What follows belongs to an exercise in optimizing a design on an open flow for small area; a production flow would make more cautious choices.
Function was checked by simulation only, so behaviour that the tests miss may differ from the original.
The clock port is modelled as an ideal driver, which makes a skipped or thinned clock tree look cheaper than it is; a real chip needs a root buffer or a tree.
Power figures rest on the tool's default switching activity, not on a simulated workload.

Design w5300_ctrl, start of the top module:
module w5300_ctrl
(
   clk,
   reset,
   start,
   init_done,
   s_rx_dv,
   s_rx_data,
   s_rx_addr,
   s_rx_done,
   c_tx_en,
   c_tx_addr,
   c_tx_rd,
   c_tx_data,
   c_tx_error,
   c_tx_done,
   w_rst,
   w_addr,
   w_wdata,
   w_wr,
   w_wr_en,
   w_rd,
   w_rdata,
   w_cs
);
Size: roughly 590 cells after synthesis, roughly 85 I/O pins, roughly 4300 µm² of cells after synthesis.
Settings: LEC_CHECK=0, CAP_MARGIN=20, CORE_MARGIN=2, CORE_UTILIZATION=55, SLEW_MARGIN=20; clock period 10.0 ns.
standard.sh (not shown) runs the stock make flow with config.mk's settings and CLKGATE_MAP_FILE= SYNTH_SCRIPT=/design/flow/synth_recipe.tcl, a recipe that flattens the netlist after the stock synthesis.
==> flow/flow/run.sh <==
#!/bin/bash
# Layout flow: the standard synthesis, then the combinational logic between the
# registers re-mapped for area by ABC (registers, their names and cell types untouched;
# twelve ABC runs with different seeds, four at a time, the smallest kept), then the standard ORFS layout
# with the smallest buffer (buf_1) on every port and a one-level clock tree.
set -euo pipefail
here=$(pwd)
R=$here/orfs/results/sky130hd/w5300_ctrl/base
LIB=$FLOW_HOME/platforms/sky130hd/lib/sky130_fd_sc_hd__tt_025C_1v80.lib
export BUFFER_PORTS_ARGS="-buffer_cell sky130_fd_sc_hd__buf_1"
# clock tree: the clock port drives three clkbuf_16, one per strip of the registers
# (flow/cts.tcl, sourced before CTS, stands in for TritonCTS)
export PRE_CTS_TCL=$here/flow/cts.tcl

bash standard.sh synth > synth.log 2>&1

cp $R/1_2_yosys.v $here/std_synth.v
for n in 1 2 3 4 5 6 7 8 9 10 11 12; do
  sed "s/@SEED@/$n/" $here/flow/area.abc > $here/area_$n.abc
  cat > $here/resyn_$n.ys <<EOT
read_liberty -ignore_miss_func -ignore_miss_dir -ignore_miss_data_latch $LIB
blackbox sky130_fd_sc_hd__*df* sky130_fd_sc_hd__*dl* sky130_fd_sc_hd__sdf* sky130_fd_sc_hd__conb_1
read_verilog $here/std_synth.v
hierarchy -top $FLOW_TOP
flatten
read_liberty -lib -overwrite -ignore_miss_dir $LIB
opt -purge
abc -liberty $LIB -dont_use sky130_fd_sc_hd__lpflow_bleeder_1 -dont_use sky130_fd_sc_hd__lpflow_clkbufkapwr_1 -dont_use sky130_fd_sc_hd__lpflow_clkbufkapwr_16 -dont_use sky130_fd_sc_hd__lpflow_clkbufkapwr_2 -dont_use sky130_fd_sc_hd__lpflow_clkbufkapwr_4 -dont_use sky130_fd_sc_hd__lpflow_clkbufkapwr_8 -dont_use sky130_fd_sc_hd__lpflow_clkinvkapwr_1 -dont_use sky130_fd_sc_hd__lpflow_clkinvkapwr_16 -dont_use sky130_fd_sc_hd__lpflow_clkinvkapwr_2 -dont_use sky130_fd_sc_hd__lpflow_clkinvkapwr_4 -dont_use sky130_fd_sc_hd__lpflow_clkinvkapwr_8 -dont_use sky130_fd_sc_hd__lpflow_decapkapwr_12 -dont_use sky130_fd_sc_hd__lpflow_decapkapwr_3 -dont_use sky130_fd_sc_hd__lpflow_decapkapwr_4 -dont_use sky130_fd_sc_hd__lpflow_decapkapwr_6 -dont_use sky130_fd_sc_hd__lpflow_decapkapwr_8 -dont_use sky130_fd_sc_hd__lpflow_inputiso0n_1 -dont_use sky130_fd_sc_hd__lpflow_inputiso0p_1 -dont_use sky130_fd_sc_hd__lpflow_inputiso1n_1 -dont_use sky130_fd_sc_hd__lpflow_inputiso1p_1 -dont_use sky130_fd_sc_hd__lpflow_inputisolatch_1 -dont_use sky130_fd_sc_hd__lpflow_isobufsrc_1 -dont_use sky130_fd_sc_hd__lpflow_isobufsrc_16 -dont_use sky130_fd_sc_hd__lpflow_isobufsrc_2 -dont_use sky130_fd_sc_hd__lpflow_isobufsrc_4 -dont_use sky130_fd_sc_hd__lpflow_isobufsrc_8 -dont_use sky130_fd_sc_hd__lpflow_isobufsrckapwr_16 -dont_use sky130_fd_sc_hd__lpflow_lsbuf_lh_hl_isowell_tap_1 -dont_use sky130_fd_sc_hd__lpflow_lsbuf_lh_hl_isowell_tap_2 -dont_use sky130_fd_sc_hd__lpflow_lsbuf_lh_hl_isowell_tap_4 -dont_use sky130_fd_sc_hd__lpflow_lsbuf_lh_isowell_4 -dont_use sky130_fd_sc_hd__lpflow_lsbuf_lh_isowell_tap_1 -dont_use sky130_fd_sc_hd__lpflow_lsbuf_lh_isowell_tap_2 -dont_use sky130_fd_sc_hd__lpflow_lsbuf_lh_isowell_tap_4 -dont_use sky130_fd_sc_hd__probe_p_8 -dont_use sky130_fd_sc_hd__probec_p_8  -script $here/area_$n.abc
opt_clean -purge
hilomap -singleton -hicell sky130_fd_sc_hd__conb_1 HI -locell sky130_fd_sc_hd__conb_1 LO
splitnets
opt_clean -purge
select -set ports i:* o:*
rename -hide w:* @ports %d
tee -o $here/area_$n.txt stat -liberty $LIB
check -assert -mapped
write_verilog -noattr -nohex -nodec $here/cand_$n.v
EOT
  yosys -s $here/resyn_$n.ys > resyn_$n.log 2>&1 &
  if (( n % 4 == 0 )); then wait; fi
done
wait
best=""; bestarea=""
for n in 1 2 3 4 5 6 7 8 9 10 11 12; do
  if [[ -f $here/cand_$n.v ]]; then
    a=$(awk '/Chip area/ {print $NF}' $here/area_$n.txt)
    echo "seed $n: $a" >> resyn_pick.log
    if [[ -z "$best" ]] || awk -v a="$a" -v b="$bestarea" 'BEGIN{exit !(a<b)}'; then best=$n; bestarea=$a; fi
  fi
done
echo "kept seed $best ($bestarea)" >> resyn_pick.log
cp $here/cand_$best.v $R/1_2_yosys.v

bash standard.sh finish > finish.log 2>&1
Other scripts of this flow, unchanged in this note and not shown: flow/flow/area.abc, flow/flow/cts.tcl
==> next run, changes <==
--- a/flow/design.v
+++ b/flow/design.v
@@ -80,39 +80,39 @@
    wire        c_eq0   = c_hi2 & ~cnt[1] & ~cnt[0];
    wire        c_eq1   = c_hi2 & ~cnt[1] &  cnt[0];
    wire        c_eq2   = c_hi2 &  cnt[1] & ~cnt[0];
    wire        c_lt3   = c_hi2 & ~(cnt[1] & cnt[0]);
    wire        c_lt2   = c_hi2 & ~cnt[1];
    wire        c_eq7   = c_hi0 & ~cnt[3] & cnt[2] & cnt[1] & cnt[0];
    wire        c_eq8   = c_hi0 &  cnt[3] & ~cnt[2] & ~cnt[1] & ~cnt[0];
    wire        c_gt3   = ~c_hi2;
    wire        c_ge7   = ~c_hi0 | cnt[3] | (cnt[2] & cnt[1] & cnt[0]);
    wire        c_ge9   = ~c_hi0 | (cnt[3] & (cnt[2] | cnt[1] | cnt[0]));
-   wire        sz_nz  = (sz != 16'd0);
+   wire        sz_nz  = (sz[15:1] != 15'd0);    
    wire        c_eqsz = (cnt[15:1] == sz[15:1]) & (cnt[0] == (sz[0] | is_send));
    wire        c_eq9  = c_hi0 & cnt[3] & ~cnt[2] & ~cnt[1] & cnt[0];
    wire        c_max  = &cnt;
    wire        ph_on  = (wd[4:0] != 5'd0);
    wire        ph3    = wd[3] & ~wd[2] & wd[0];                 
    wire        ph4    = wd[3] & wd[2] & ~wd[1] & ~wd[0];        
    wire        ph5    = wd[3] & wd[2] & ~wd[1] &  wd[0];        
    wire        ph6    = wd[3] & wd[2] &  wd[1] & ~wd[0];        
    wire        ph7    = wd[3] & wd[2] &  wd[1] &  wd[0];        
    wire        ph8    = wd[4];                                  
    wire        r_end  = c_ge9 & c_eqsz;
    wire        r_dv   = c_ge7 & ~r_end;
    wire        s_det  = ~c_lt3 & ~ph_on & c_eqsz;    
    wire        s_stop = ph_on | (~sz_nz & c_gt3);
    wire        s_chk  = ph3;
    wire        s_end  = ph8;
    wire        wd_hit = wd[9] & wd[8] & wd[7] & wd[6] & wd[5] & wd[3];  
-   wire        i_rst_end = cnt[9] & cnt[5] & cnt[2] & cnt[1];     
+   wire        i_rst_end = cnt[9] & cnt[5] & cnt[4] & cnt[2];     
    always @(posedge clk) begin
       if (reset)
          st <= ST_IIDLE;
       else if (t_end) begin
          case (st)
             ST_IIDLE: st <= ST_IRST;
             ST_IRST:  if (i_rst_end) st <= ST_ISEQ;
             ST_ISEQ:  if (cnt[6] & cnt[5] & cnt[2] & cnt[0]) st <= ST_CLOSE;  
             ST_CLOSE: if (~c_lt2 & start) st <= ST_OPEN;
             ST_OPEN: begin
@@ -131,28 +131,29 @@
                   st <= ST_CLOSE;
                else if (s_end)
                   st <= ST_OPEN;
             end
             default:  st <= ST_IIDLE;
          endcase
       end
    end
    assign init_done = st[2];
    wire        o_go      = c_tx_en | rdat[2];
-   wire        cnt_clr   = is_iidle |
-                           (is_close & ~c_lt2 & start) |
+   wire        cnt_clr   = (is_close & ~c_lt2 & start) |
                            (is_open & (wd_hit | (cnt[0] & (rdat != 8'h22)) | (cnt[1] & o_go))) |
                            (is_send & s_chk & rdat[1]);
    wire        cnt_one   = (is_recv & r_end) | (is_send & s_end);
-   wire        cnt_ld    = cnt_clr | cnt_one | (is_irst & i_rst_end);
+   wire        cnt_l42   = is_irst & i_rst_end;
+   wire        cnt_l14   = is_iidle;
+   wire        cnt_ld    = cnt_clr | cnt_one | cnt_l42 | cnt_l14;
    wire        cnt_hold  = (is_close & ~c_lt2) | (is_open & cnt[1]);
-   wire [15:0] cnt_ldv   = {10'd0, ~cnt_clr & ~cnt_one, 1'b0, ~cnt_clr & ~cnt_one, 1'b0, ~cnt_clr & ~cnt_one, cnt_one};   
+   wire [15:0] cnt_ldv   = {10'd0, cnt_l42, 1'b0, cnt_l42 | cnt_l14, cnt_l14, cnt_l42 | cnt_l14, cnt_one};   
    always @(posedge clk) begin
       if (t_end & cnt_ld)
          cnt <= cnt_ldv;
       else
          cnt <= cnt + {15'd0, t_end & ~cnt_hold};
    end
    wire        sz_hi  = (is_recv & c_eq7) | (is_send & c_eq1);
    wire        sz_all = (is_recv & c_eq8) | (is_send & c_eq2);
    wire [15:0] sz_sh  = {sz[7:0], rdat};
    wire        k0     = sz_all & (is_recv | rdat[0]);
@@ -328,18 +329,18 @@
                    (cnt[0] ? 10'h26E : 10'h26F))))))));
             wdat = ph4 ? 8'h10 :
                    (ph5 ? 8'h00 :
                    ((ph6 | ph7) ? sz[15:8] :
                    (ph8 ? 8'h21 : rdat)));
          end
          default: ;
       endcase
    end
    wire        bus_on = st[2] | st[1];    
-   assign w_rst   = is_irst & (cnt[9:0] < 10'd50);
+   assign w_rst   = is_irst & (cnt[9:6] == 4'd0);
    assign w_addr  = addr;
    assign w_wdata = wdat;
    assign w_wr_en = wen;
    assign w_cs    = bus_on & t_stb;
    assign w_wr    = w_cs & wen;
    assign w_rd    = w_cs & ~wen;
 endmodule
Critical path depth shrinks by 9.
Design area shrinks by 0.76%.
Via count shrinks by 0.91%.
Setup slack gains 520 ps.
Flip-flop and latch count is unchanged.
Total power shrinks by 27%.
Clock skew grows by 6.1 ps.
In every run of this note, the design's own scripts or RTL, not TritonCTS, make the clock network.

* * *

Another version of the RTL of w5300_ctrl (not shown whole).
Size in the first run: ~600 cells after synthesis.
// w5300_ctrl
module w5300_ctrl
(
   clk,
   reset,
   start,
   init_done,
   s_rx_dv,
   s_rx_data,
   s_rx_addr,
   s_rx_done,
   c_tx_en,
   c_tx_addr,
   c_tx_rd,
   c_tx_data,
   c_tx_error,
   c_tx_done,
   w_rst,
   w_addr,
   w_wdata,
   w_wr,
   w_wr_en,
   w_rd,
   w_rdata,
   w_cs
);
   input          clk;         
   input          reset;       
   input          start;       
   output         init_done;   
   output         s_rx_dv;     
   output [7:0]   s_rx_data;   
   output [13:0]  s_rx_addr;   
   output         s_rx_done;   
   input          c_tx_en;     
   output [13:0]  c_tx_addr;   
   output         c_tx_rd;     
   input  [7:0]   c_tx_data;   
   output         c_tx_error;  
   output         c_tx_done;   
   output         w_rst;       
   output [9:0]   w_addr;      
   output [7:0]   w_wdata;     
   output         w_wr;        
   output         w_wr_en;     
   output         w_rd;        
   input  [7:0]   w_rdata;     
   output         w_cs;        
   localparam [2:0] ST_IIDLE = 3'b000;   
   localparam [2:0] ST_IRST  = 3'b001;   
   localparam [2:0] ST_ISEQ  = 3'b010;   
   localparam [2:0] ST_CLOSE = 3'b100;   
   localparam [2:0] ST_OPEN  = 3'b101;
   localparam [2:0] ST_RECV  = 3'b110;
   localparam [2:0] ST_SEND  = 3'b111;
   reg  [3:0]  tick;
   wire        t_end = tick[3] & tick[0];                  
   wire        t_smp = tick[2] & tick[1] & ~tick[0];       
   wire        t_stb = ~tick[3] & ~(tick[2] & tick[1] & tick[0]);  
   always @(posedge clk) begin
      if (reset | t_end)
         tick <= 4'd0;
      else
         tick <= tick + 4'd1;
   end
   reg  [2:0]  st;
   reg  [15:0] cnt;        
   reg  [15:0] sz;         
   reg  [9:0]  wd;         
   reg  [13:0] rxa;        
   reg  [7:0]  rdat;       
   reg         pls;        
  ...
export LEC_CHECK = 0
export CAP_MARGIN = 20
export CORE_MARGIN = 2
export CORE_UTILIZATION = 55
export SLEW_MARGIN = 20
create_clock -name core_clock -period 10.0 [get_ports {clk}]
==> flow/flow/run.sh <==
#!/bin/bash
# Layout flow: the standard synthesis, then the combinational logic between the
# registers re-mapped for area by ABC (registers, their names and cell types untouched;
# twelve ABC runs with different seeds, four at a time, the smallest kept), then the standard ORFS layout
# with the smallest buffer (buf_1) on every port and a clock tree of clkbuf_8.
set -euo pipefail
here=$(pwd)
R=$here/orfs/results/sky130hd/w5300_ctrl/base
LIB=$FLOW_HOME/platforms/sky130hd/lib/sky130_fd_sc_hd__tt_025C_1v80.lib
export BUFFER_PORTS_ARGS="-buffer_cell sky130_fd_sc_hd__buf_1"
# clock tree of clkbuf_8 only, without dummy loads
export CTS_ARGS="-sink_clustering_enable -repair_clock_nets -dont_use_dummy_load -buf_list sky130_fd_sc_hd__clkbuf_8 -sink_clustering_size 40 -sink_clustering_max_diameter 200"

bash standard.sh synth > synth.log 2>&1

cp $R/1_2_yosys.v $here/std_synth.v
for n in 1 2 3 4 5 6 7 8 9 10 11 12; do
  sed "s/@SEED@/$n/" $here/flow/area.abc > $here/area_$n.abc
  cat > $here/resyn_$n.ys <<EOT
read_liberty -ignore_miss_func -ignore_miss_dir -ignore_miss_data_latch $LIB
blackbox sky130_fd_sc_hd__*df* sky130_fd_sc_hd__*dl* sky130_fd_sc_hd__sdf* sky130_fd_sc_hd__conb_1
read_verilog $here/std_synth.v
hierarchy -top $FLOW_TOP
flatten
read_liberty -lib -overwrite -ignore_miss_dir $LIB
opt -purge
abc -liberty $LIB -dont_use sky130_fd_sc_hd__lpflow_bleeder_1 -dont_use sky130_fd_sc_hd__lpflow_clkbufkapwr_1 -dont_use sky130_fd_sc_hd__lpflow_clkbufkapwr_16 -dont_use sky130_fd_sc_hd__lpflow_clkbufkapwr_2 -dont_use sky130_fd_sc_hd__lpflow_clkbufkapwr_4 -dont_use sky130_fd_sc_hd__lpflow_clkbufkapwr_8 -dont_use sky130_fd_sc_hd__lpflow_clkinvkapwr_1 -dont_use sky130_fd_sc_hd__lpflow_clkinvkapwr_16 -dont_use sky130_fd_sc_hd__lpflow_clkinvkapwr_2 -dont_use sky130_fd_sc_hd__lpflow_clkinvkapwr_4 -dont_use sky130_fd_sc_hd__lpflow_clkinvkapwr_8 -dont_use sky130_fd_sc_hd__lpflow_decapkapwr_12 -dont_use sky130_fd_sc_hd__lpflow_decapkapwr_3 -dont_use sky130_fd_sc_hd__lpflow_decapkapwr_4 -dont_use sky130_fd_sc_hd__lpflow_decapkapwr_6 -dont_use sky130_fd_sc_hd__lpflow_decapkapwr_8 -dont_use sky130_fd_sc_hd__lpflow_inputiso0n_1 -dont_use sky130_fd_sc_hd__lpflow_inputiso0p_1 -dont_use sky130_fd_sc_hd__lpflow_inputiso1n_1 -dont_use sky130_fd_sc_hd__lpflow_inputiso1p_1 -dont_use sky130_fd_sc_hd__lpflow_inputisolatch_1 -dont_use sky130_fd_sc_hd__lpflow_isobufsrc_1 -dont_use sky130_fd_sc_hd__lpflow_isobufsrc_16 -dont_use sky130_fd_sc_hd__lpflow_isobufsrc_2 -dont_use sky130_fd_sc_hd__lpflow_isobufsrc_4 -dont_use sky130_fd_sc_hd__lpflow_isobufsrc_8 -dont_use sky130_fd_sc_hd__lpflow_isobufsrckapwr_16 -dont_use sky130_fd_sc_hd__lpflow_lsbuf_lh_hl_isowell_tap_1 -dont_use sky130_fd_sc_hd__lpflow_lsbuf_lh_hl_isowell_tap_2 -dont_use sky130_fd_sc_hd__lpflow_lsbuf_lh_hl_isowell_tap_4 -dont_use sky130_fd_sc_hd__lpflow_lsbuf_lh_isowell_4 -dont_use sky130_fd_sc_hd__lpflow_lsbuf_lh_isowell_tap_1 -dont_use sky130_fd_sc_hd__lpflow_lsbuf_lh_isowell_tap_2 -dont_use sky130_fd_sc_hd__lpflow_lsbuf_lh_isowell_tap_4 -dont_use sky130_fd_sc_hd__probe_p_8 -dont_use sky130_fd_sc_hd__probec_p_8  -script $here/area_$n.abc
opt_clean -purge
hilomap -singleton -hicell sky130_fd_sc_hd__conb_1 HI -locell sky130_fd_sc_hd__conb_1 LO
splitnets
opt_clean -purge
select -set ports i:* o:*
rename -hide w:* @ports %d
tee -o $here/area_$n.txt stat -liberty $LIB
check -assert -mapped
write_verilog -noattr -nohex -nodec $here/cand_$n.v
EOT
  yosys -s $here/resyn_$n.ys > resyn_$n.log 2>&1 &
  if (( n % 4 == 0 )); then wait; fi
done
wait
best=""; bestarea=""
for n in 1 2 3 4 5 6 7 8 9 10 11 12; do
  if [[ -f $here/cand_$n.v ]]; then
    a=$(awk '/Chip area/ {print $NF}' $here/area_$n.txt)
    echo "seed $n: $a" >> resyn_pick.log
    if [[ -z "$best" ]] || awk -v a="$a" -v b="$bestarea" 'BEGIN{exit !(a<b)}'; then best=$n; bestarea=$a; fi
  fi
done
echo "kept seed $best ($bestarea)" >> resyn_pick.log
cp $here/cand_$best.v $R/1_2_yosys.v

bash standard.sh finish > finish.log 2>&1
Other scripts of this flow, unchanged in this note and not shown: flow/flow/area.abc
Edit:
--- a/flow/design.v
+++ b/flow/design.v
@@ -82,31 +82,31 @@
    wire        c_eq2   = c_hi2 &  cnt[1] & ~cnt[0];
    wire        c_lt3   = c_hi2 & ~(cnt[1] & cnt[0]);
    wire        c_lt2   = c_hi2 & ~cnt[1];
    wire        c_eq7   = c_hi0 & ~cnt[3] & cnt[2] & cnt[1] & cnt[0];
    wire        c_eq8   = c_hi0 &  cnt[3] & ~cnt[2] & ~cnt[1] & ~cnt[0];
    wire        c_gt3   = ~c_hi2;
    wire        c_ge7   = ~c_hi0 | cnt[3] | (cnt[2] & cnt[1] & cnt[0]);
    wire        c_ge9   = ~c_hi0 | (cnt[3] & (cnt[2] | cnt[1] | cnt[0]));
    wire        sz_nz  = (sz != 16'd0);
    wire        c_eqsz = (cnt[15:1] == sz[15:1]) & (cnt[0] == (sz[0] | is_send));
    wire        c_eq9  = c_hi0 & cnt[3] & ~cnt[2] & ~cnt[1] & cnt[0];
    wire        c_max  = &cnt;
-   wire        ph_on  = (wd[4:0] != 5'd0);
-   wire        ph3    = wd[3] & ~wd[2] & wd[0];                 
-   wire        ph4    = wd[3] & wd[2] & ~wd[1] & ~wd[0];        
-   wire        ph5    = wd[3] & wd[2] & ~wd[1] &  wd[0];        
-   wire        ph6    = wd[3] & wd[2] &  wd[1] & ~wd[0];        
-   wire        ph7    = wd[3] & wd[2] &  wd[1] &  wd[0];        
-   wire        ph8    = wd[4];                                  
+   wire        ph_on  = (wd[3:0] != 4'd0);
+   wire        ph3    = (wd[3:0] == 4'd3);
+   wire        ph4    = (wd[3:0] == 4'd4);
+   wire        ph5    = (wd[3:0] == 4'd5);
+   wire        ph6    = (wd[3:0] == 4'd6);
+   wire        ph7    = (wd[3:0] == 4'd7);
+   wire        ph8    = (wd[3:0] == 4'd8);
    wire        r_end  = c_ge9 & c_eqsz;
    wire        r_dv   = c_ge7 & ~r_end;
    wire        s_det  = ~c_lt3 & c_eqsz;       
    wire        s_stop = ph_on | (~sz_nz & c_gt3);
    wire        s_chk  = ph3;
    wire        s_end  = ph8;
    wire        wd_hit = wd[9] & wd[8] & wd[7] & wd[6] & wd[5] & wd[3];  
    wire        i_rst_end = cnt[9] & cnt[5] & cnt[2] & cnt[1];     
    always @(posedge clk) begin
       if (reset)
          st <= ST_IIDLE;
       else if (t_end) begin
@@ -145,58 +145,38 @@
    wire        cnt_one   = (is_recv & r_end) | (is_send & s_end);
    wire        cnt_ld    = cnt_clr | cnt_one | (is_irst & i_rst_end);
    wire        cnt_hold  = (is_close & ~c_lt2) | (is_open & cnt[1]);
    wire [15:0] cnt_ldv   = {10'd0, ~cnt_clr & ~cnt_one, 1'b0, ~cnt_clr & ~cnt_one, 1'b0, ~cnt_clr & ~cnt_one, cnt_one};   
    always @(posedge clk) begin
       if (t_end & cnt_ld)
          cnt <= cnt_ldv;
       else
          cnt <= cnt + {15'd0, t_end & ~cnt_hold};
    end
    wire        sz_hi  = (is_recv & c_eq7) | (is_send & c_eq1);
    wire        sz_all = (is_recv & c_eq8) | (is_send & c_eq2);
-   wire [15:0] sz_sh  = {sz[7:0], rdat};
-   wire        k0     = sz_all & (is_recv | rdat[0]);
-   wire        k3     = sz_all & is_recv;
-   wire [16:0] sz_c;
-   wire [15:0] sz_new;
-   assign sz_c[0] = 1'b0;
-   genvar gi;
-   generate
-      for (gi = 0; gi < 16; gi = gi + 1) begin : g_szadd
-         if (gi == 0) begin : g_b0
-            assign sz_new[gi]  = sz_sh[gi] ^ k0;
-            assign sz_c[gi+1]  = sz_sh[gi] & k0;
-         end
-         else if (gi == 3) begin : g_b3
-            assign sz_new[gi]  = sz_sh[gi] ^ k3 ^ sz_c[gi];
-            assign sz_c[gi+1]  = (sz_sh[gi] & k3) | (sz_sh[gi] & sz_c[gi]) | (k3 & sz_c[gi]);
-         end
-         else begin : g_bn
-            assign sz_new[gi]  = sz_sh[gi] ^ sz_c[gi];
-            assign sz_c[gi+1]  = sz_sh[gi] & sz_c[gi];
-         end
-      end
-   endgenerate
+   wire [15:0] sz_new = {sz[15:8], rdat} + (is_recv ? 16'd9 : {15'd0, rdat[0]});
    always @(posedge clk) begin
-      if (t_end & (sz_hi | sz_all))
+      if (t_end & sz_hi)
+         sz[15:8] <= rdat;
+      if (t_end & sz_all)
          sz <= sz_new;
    end
    wire        wd_clr = is_close | (is_open & (wd_hit | (cnt[1] & c_tx_en))) |
                         (is_send & (s_end | c_max));
    always @(posedge clk) begin
       if (t_end & wd_clr)
          wd <= 10'd0;
       else if (t_end & is_send & s_det)
-         wd <= 10'd10;
+         wd <= 10'd2;
       else
          wd <= wd + {9'd0, t_end & (is_open | (is_send & ph_on))};
    end
    always @(posedge clk) begin
       if (t_end & (is_open | (is_send & s_stop)))
          rxa <= 14'd0;
       else
          rxa <= rxa + {13'd0, (t_end & is_send) | (pls & is_recv)};
    end
    always @(posedge clk) begin
       if (t_end & is_send)
          rdat <= c_tx_data;
=> Synthesized cell count came out higher by 1.0%; total power came out lower by 15%; sequential cell count does not change; count of clock-buffer cells in the layout is unchanged; register-to-register slack is better by 420 ps; design area came out higher by 0.71%; setup slack is better by 110 ps; critical path depth came out higher by 2; routed wire length came out higher by 5.2%; via count came out higher by 2.8%; area after synthesis came out higher by 0.81%; global-route usage came out higher by 1.8 points.

## port drivers added, routing unchanged
The results above use ideal ports. As a check the final layouts listed here were re-extracted and re-timed, cells and wires unchanged.
Step 1: set_driving_cell puts a clkbuf_16 on clk and a buf_2 on each other input, an assumption about the parent block.
Step 2 also shifts input and output timing later by t, the mid clock arrival at the registers, as if the neighbouring blocks saw the same clock.
a / b / c = ideal / step 1 / step 2; a / b = the first two.
run	t, ns	setup WS [ns]	clock arrival spread, ns	pins driven straight from the clock port
the first run of note 1	0.222	3.506 / 3.506 / 3.506	0.015 / 0.015	3
the second run of note 1	0.225	4.027 / 4.023 / 4.027	0.021 / 0.022	3
the first run of note 2	0.379	3.539 / 3.506 / 3.561	0.023 / 0.023	1
the second run of note 2	0.376	3.648 / 3.612 / 3.983	0.032 / 0.032	1
After both steps every run listed still meets setup and hold.
